From an optimization exercise on the open Yosys and OpenROAD flow, aimed at small area and a short achievable clock period; shortcuts taken in it are not production practice. Only simulation tests tie the RTL to the original design; equivalence was not proved. No driver is modelled on the clock port, so clock power and skew are understated where the tree is cut down; a real chip needs a root buffer or a tree. Power and IR drop assume default switching activity.

v35:
Design sync_fifo, start of the top module:
module sync_fifo #(
    parameter WIDTH = 32,
    parameter DEPTH = 8
)(
    input wire clk,
    input wire rst,
    input wire wr_en,
    input wire rd_en,
    input wire [WIDTH-1:0] din,
    output reg [WIDTH-1:0] dout,
    output reg full,
    output wire empty
);
export LEC_CHECK = 0
export CAP_MARGIN = 20
export CORE_MARGIN = 2
export CORE_UTILIZATION = 40
export SETUP_SLACK_MARGIN = 1.5
export SLEW_MARGIN = 20
export SYNTH_HIERARCHICAL = 1
create_clock -name core_clock -period 3.0 [get_ports {clk}]
standard.sh (not shown) runs the stock make flow with config.mk's settings and CLKGATE_MAP_FILE= SYNTH_SCRIPT=/design/flow/synth_recipe.tcl, a recipe that flattens the netlist after the stock synthesis.
==> flow/flow/run.sh <==
#!/bin/bash
# Own layout flow: the standard ORFS flow (standard synthesis unchanged),
# with
#  - the port buffers made as buf_1 cells instead of the default delay buffers;
#  - clock tree synthesis without dummy loads, in clusters of up to 30 sinks;
#  - after CTS, the branch level of the clock tree removed (collapse_clock.tcl),
#    so every register sees the root buffer and one leaf buffer.
# make's output goes to make_finish.log; each step's own log is under orfs/logs.
set -euo pipefail
cd "$(dirname "$0")/.."
here=$(pwd)
bash standard.sh \
  "BUFFER_PORTS_ARGS=-buffer_cell sky130_fd_sc_hd__buf_1" \
  "CTS_ARGS=-sink_clustering_enable -repair_clock_nets -dont_use_dummy_load -sink_clustering_size 30 -sink_clustering_max_diameter 150" \
  "POST_CTS_TCL=$here/flow/collapse_clock.tcl" \
  finish > make_finish.log 2>&1
==> flow/flow/collapse_clock.tcl <==
# POST_CTS hook: collapse the clock tree to two buffer levels. Every clock
# buffer that the root buffer drives and that drives only other clock
# buffers is removed, and its loads are moved onto the root buffer's net.
# All registers keep the same number of buffers (two) between them and the
# clock port, so the tree stays balanced; only the insertion delay drops.
proc my_collapse_clock_tree {} {
  set block [ord::get_db_block]
  set removed 0
  set port [$block findBTerm clk]
  set clknet [$port getNet]
  foreach rit [$clknet getITerms] {
    set root [$rit getInst]
    set rootout ""
    foreach it [$root getITerms] { if {[$it isOutputSignal]} { set rootout [$it getNet] } }
    if {$rootout eq ""} { continue }
    foreach it [$rootout getITerms] {
      set mid [$it getInst]
      if {$mid eq $root} { continue }
      if {![string match "*clkbuf*" [[$mid getMaster] getName]]} { continue }
      set midout ""
      foreach mit [$mid getITerms] { if {[$mit isOutputSignal]} { set midout $mit } }
      if {$midout eq ""} { continue }
      set onet [$midout getNet]
      set all_bufs 1
      foreach lit [$onet getITerms] {
        if {$lit eq $midout} { continue }
        if {![string match "*clkbuf*" [[[$lit getInst] getMaster] getName]]} { set all_bufs 0 }
      }
      if {!$all_bufs} { continue }
      foreach lit [$onet getITerms] {
        if {$lit eq $midout} { continue }
        $lit disconnect
        $lit connect $rootout
      }
      $midout disconnect
      $it disconnect
      odb::dbInst_destroy $mid
      odb::dbNet_destroy $onet
      incr removed
    }
  }
  puts "my_collapse_clock_tree: removed $removed clock buffers"
}
my_collapse_clock_tree
estimate_parasitics -placement
report_clock_latency -clock [all_clocks]
Having completed the whole flow, v35 delivered a layout that passed the timing, design-rule and antenna checks.
#### Input delta (v9 over v35)
# v35
export LEC_CHECK = 0
export CAP_MARGIN = 20
export CORE_MARGIN = 2
export CORE_UTILIZATION = 40
export SETUP_SLACK_MARGIN = 1.5
export SLEW_MARGIN = 20
export SYNTH_HIERARCHICAL = 1
create_clock -name core_clock -period 3.0 [get_ports {clk}]
# v9
export LEC_CHECK = 0
export CAP_MARGIN = 20
export CORE_MARGIN = 2
export CORE_UTILIZATION = 40
export PLACE_DENSITY = 0.85
export SETUP_SLACK_MARGIN = 1.33
export SLEW_MARGIN = 20
export SYNTH_HIERARCHICAL = 1
create_clock -name core_clock -period 3.0 [get_ports {clk}]
==> flow/flow/run.sh <==
#!/bin/bash
# Own layout flow: the standard ORFS flow (standard synthesis unchanged),
# with
#  - the port buffers made as buf_1 cells instead of the default delay buffers;
#  - clock tree synthesis without dummy loads, in clusters of up to 30 sinks;
#  - after CTS, the branch level of the clock tree removed (collapse_clock.tcl),
#    so every register sees the root buffer and one leaf buffer; the CTS
#    step's timing repair then runs on the collapsed tree.
# make's output goes to make_finish.log; each step's own log is under orfs/logs.
set -euo pipefail
cd "$(dirname "$0")/.."
here=$(pwd)
bash standard.sh \
  "BUFFER_PORTS_ARGS=-buffer_cell sky130_fd_sc_hd__buf_1" \
  "CTS_ARGS=-sink_clustering_enable -repair_clock_nets -dont_use_dummy_load -sink_clustering_size 30 -sink_clustering_max_diameter 150" \
  "POST_CTS_TCL=$here/flow/collapse_clock.tcl" \
  "SKIP_CTS_REPAIR_TIMING=1" \
  finish > make_finish.log 2>&1
-- flow/flow/collapse_clock.tcl --
<<< v35, line 1
# POST_CTS hook: collapse the clock tree to two buffer levels. Every clock
# buffer that the root buffer drives and that drives only other clock
# buffers is removed, and its loads are moved onto the root buffer's net.
>>> v9, line 1
# POST_CTS hook (with SKIP_CTS_REPAIR_TIMING=1): collapse the clock tree to two buffer levels. Every clock
# buffer that the root buffer drives and that drives only other clock
# buffers is removed, and its loads are moved onto the root buffer's net.
<<< v35, line 45
estimate_parasitics -placement
report_clock_latency -clock [all_clocks]
>>> v9, line 45
estimate_parasitics -placement
report_clock_latency -clock [all_clocks]

# The CTS step's own timing repair is skipped (SKIP_CTS_REPAIR_TIMING=1) so
# that it runs here, on the collapsed tree, as cts.tcl would run it.
repair_timing_helper
set result [catch { detailed_placement } msg]
if { $result != 0 } {
  error "Detailed placement failed after the clock tree collapse: $msg"
}
check_placement -verbose
==> summary.txt <==
Comparing non-clock inverter count in the final layout for v9 and v35, the smaller number came from v35.
Compared with v35, v9 improves power.
From v35 to v9 the numbers moved as follows: via count of the first global-routing pass now sits lower, total global-route track usage now sits lower.
Post-route antenna net violation count came out exactly the same in v9 and v35.
v9 improves on v35 in via count.
### v9 -> v22
# v9
export LEC_CHECK = 0
export CAP_MARGIN = 20
export CORE_MARGIN = 2
export CORE_UTILIZATION = 40
export PLACE_DENSITY = 0.85
export SETUP_SLACK_MARGIN = 1.33
export SLEW_MARGIN = 20
export SYNTH_HIERARCHICAL = 1
create_clock -name core_clock -period 3.0 [get_ports {clk}]
# v22
export LEC_CHECK = 0
export CAP_MARGIN = 20
export CORE_MARGIN = 2
export CORE_UTILIZATION = 40
export SETUP_SLACK_MARGIN = 1.4
export SLEW_MARGIN = 20
export SYNTH_HIERARCHICAL = 1
create_clock -name core_clock -period 3.0 [get_ports {clk}]
==> flow/flow/run.sh <==
#!/bin/bash
# Own layout flow: the standard ORFS flow (standard synthesis unchanged),
# with
#  - the port buffers made as buf_1 cells instead of the default delay buffers;
#  - clock tree synthesis without dummy loads, in clusters of up to 30 sinks;
#  - after CTS, the branch level of the clock tree removed (collapse_clock.tcl),
#    so every register sees the root buffer and one leaf buffer.
# make's output goes to make_finish.log; each step's own log is under orfs/logs.
set -euo pipefail
cd "$(dirname "$0")/.."
here=$(pwd)
bash standard.sh \
  "BUFFER_PORTS_ARGS=-buffer_cell sky130_fd_sc_hd__buf_1" \
  "CTS_ARGS=-sink_clustering_enable -repair_clock_nets -dont_use_dummy_load -sink_clustering_size 30 -sink_clustering_max_diameter 150" \
  "POST_CTS_TCL=$here/flow/collapse_clock.tcl" \
  finish > make_finish.log 2>&1
-- flow/flow/collapse_clock.tcl --
<<< v9, line 1
# POST_CTS hook (with SKIP_CTS_REPAIR_TIMING=1): collapse the clock tree to two buffer levels. Every clock
# buffer that the root buffer drives and that drives only other clock
# buffers is removed, and its loads are moved onto the root buffer's net.
>>> v22, line 1
# POST_CTS hook: collapse the clock tree to two buffer levels. Every clock
# buffer that the root buffer drives and that drives only other clock
# buffers is removed, and its loads are moved onto the root buffer's net.
<<< v9, line 45
estimate_parasitics -placement
report_clock_latency -clock [all_clocks]

# The CTS step's own timing repair is skipped (SKIP_CTS_REPAIR_TIMING=1) so
# that it runs here, on the collapsed tree, as cts.tcl would run it.
repair_timing_helper
set result [catch { detailed_placement } msg]
if { $result != 0 } {
  error "Detailed placement failed after the clock tree collapse: $msg"
}
check_placement -verbose
>>> v22, line 45
estimate_parasitics -placement
report_clock_latency -clock [all_clocks]
==> comparison <==
v9 went all the way through synthesis, placement and routing and the layout is clean on timing, DRC and antenna. v22 has completed all stages; timing, DRC and antenna checks passed. Worst path buffer plus inverter count in v22 is 1 higher than in v9. Area: v22 vs v9 -> v22 larger. Hold slack improves in v22 relative to v9.
> inputs changed (v22 -> v21)
# v22
export LEC_CHECK = 0
export CAP_MARGIN = 20
export CORE_MARGIN = 2
export CORE_UTILIZATION = 40
export SETUP_SLACK_MARGIN = 1.4
export SLEW_MARGIN = 20
export SYNTH_HIERARCHICAL = 1
create_clock -name core_clock -period 3.0 [get_ports {clk}]
# v21
export LEC_CHECK = 0
export CAP_MARGIN = 20
export CORE_MARGIN = 2
export CORE_UTILIZATION = 40
export SETUP_SLACK_MARGIN = 1.33
export SLEW_MARGIN = 20
export SYNTH_HIERARCHICAL = 1
create_clock -name core_clock -period 3.0 [get_ports {clk}]
==> flow/flow/run.sh <==
#!/bin/bash
# Own layout flow: the standard ORFS flow (standard synthesis unchanged),
# with
#  - the port buffers made as buf_1 cells instead of the default delay buffers;
#  - clock tree synthesis without dummy loads, in clusters of up to 30 sinks;
#  - after CTS, the branch level of the clock tree removed (collapse_clock.tcl),
#    so every register sees the root buffer and one leaf buffer; the CTS
#    step's timing repair then runs on the collapsed tree.
# make's output goes to make_finish.log; each step's own log is under orfs/logs.
set -euo pipefail
cd "$(dirname "$0")/.."
here=$(pwd)
bash standard.sh \
  "BUFFER_PORTS_ARGS=-buffer_cell sky130_fd_sc_hd__buf_1" \
  "CTS_ARGS=-sink_clustering_enable -repair_clock_nets -dont_use_dummy_load -sink_clustering_size 30 -sink_clustering_max_diameter 150" \
  "POST_CTS_TCL=$here/flow/collapse_clock.tcl" \
  "SKIP_CTS_REPAIR_TIMING=1" \
  finish > make_finish.log 2>&1
-- flow/flow/collapse_clock.tcl --
<<< v22, line 1
# POST_CTS hook: collapse the clock tree to two buffer levels. Every clock
# buffer that the root buffer drives and that drives only other clock
# buffers is removed, and its loads are moved onto the root buffer's net.
>>> v21, line 1
# POST_CTS hook (with SKIP_CTS_REPAIR_TIMING=1): collapse the clock tree to two buffer levels. Every clock
# buffer that the root buffer drives and that drives only other clock
# buffers is removed, and its loads are moved onto the root buffer's net.
<<< v22, line 45
estimate_parasitics -placement
report_clock_latency -clock [all_clocks]
>>> v21, line 45
estimate_parasitics -placement
report_clock_latency -clock [all_clocks]

# The CTS step's own timing repair is skipped (SKIP_CTS_REPAIR_TIMING=1) so
# that it runs here, on the collapsed tree, as cts.tcl would run it.
repair_timing_helper
set result [catch { detailed_placement } msg]
if { $result != 0 } {
  error "Detailed placement failed after the clock tree collapse: $msg"
}
check_placement -verbose
==> summary.txt <==
From v22 to v21 the numbers moved as follows: final RePlAce weighted congestion fell 0.0068; maximum achievable frequency about even; final clock period utilization by the worst path about even. Summary of v21 over v22: sequential cell area level, total power of the final layout moved down, setup violation total in the final timing report level. Per the comparison of v21 with v22, global routing usage summed across all routing layers shows a reduction of 1.7 points, maximum number of pins on one net before global-route repair lost about 14%.
#### Input delta (v10 over v21)
# v21
export LEC_CHECK = 0
export CAP_MARGIN = 20
export CORE_MARGIN = 2
export CORE_UTILIZATION = 40
export SETUP_SLACK_MARGIN = 1.33
export SLEW_MARGIN = 20
export SYNTH_HIERARCHICAL = 1
create_clock -name core_clock -period 3.0 [get_ports {clk}]
# v10
export LEC_CHECK = 0
export CAP_MARGIN = 20
export CORE_MARGIN = 2
export CORE_UTILIZATION = 40
export PLACE_DENSITY = 0.45
export SETUP_SLACK_MARGIN = 1.33
export SLEW_MARGIN = 20
export SYNTH_HIERARCHICAL = 1
create_clock -name core_clock -period 3.0 [get_ports {clk}]
==> comparison <==
- The final instance area reported for v10 is greater than that of v21 by about 1%.
- Between v10 and v21, it is v10 whose total buffers and inverters traversed by the critical path is higher, by 1.
- Worst slack on hold paths, v21 and v10: higher on v21
- Fraction of area in multi-input gates across v21 and v10: no real change.
- Clock power of v21 is on par with v10.
- Of the two values seen for cell type of the slowest stage on the worst timing path, sky130_fd_sc_hd__dfrtp_1 was produced by v21 and sky130_fd_sc_hd__dfrtp_2 by v10.
- v10 ends up with a sequential share of layout area that is 0.75 points lower than in v21.

[re-timing with driven ports]
How much do the figures lean on ideal ports? The routed layouts below were timed once more, with nothing changed but the port constraints.
Step 1: set_driving_cell puts a clkbuf_16 on clk and a buf_2 on each other input, an assumption about the parent block.
Step 2 moves the port delays by t, midway between the first and last clock arrival at a register: inputs arrive t later, outputs are due t later. That takes back most of the time a late clock gives input paths.
Three values: ideal ports, drivers, drivers and shift; two values: the first two.
run | t (ns) | setup slack, ns | latest minus earliest clock arrival (ns) | pins driven straight from the clock port
v35 | 0.457 | 1.331 / 1.309 / 0.976 | 0.063 / 0.063 | 1
v9 | 0.443 | 1.300 / 1.300 / 1.021 | 0.056 / 0.056 | 1
v22 | 0.464 | 1.375 / 1.330 / 1.037 | 0.057 / 0.057 | 1
v21 | 0.457 | 1.373 / 1.331 / 1.006 | 0.062 / 0.062 | 1
v10 | 0.461 | 1.378 / 1.336 / 1.031 | 0.057 / 0.057 | 1
After both steps setup and hold are still met in every run listed. For v21, which loses most, drivers alone change the setup slack by -0.042 ns; drivers and shift together by -0.367 ns.
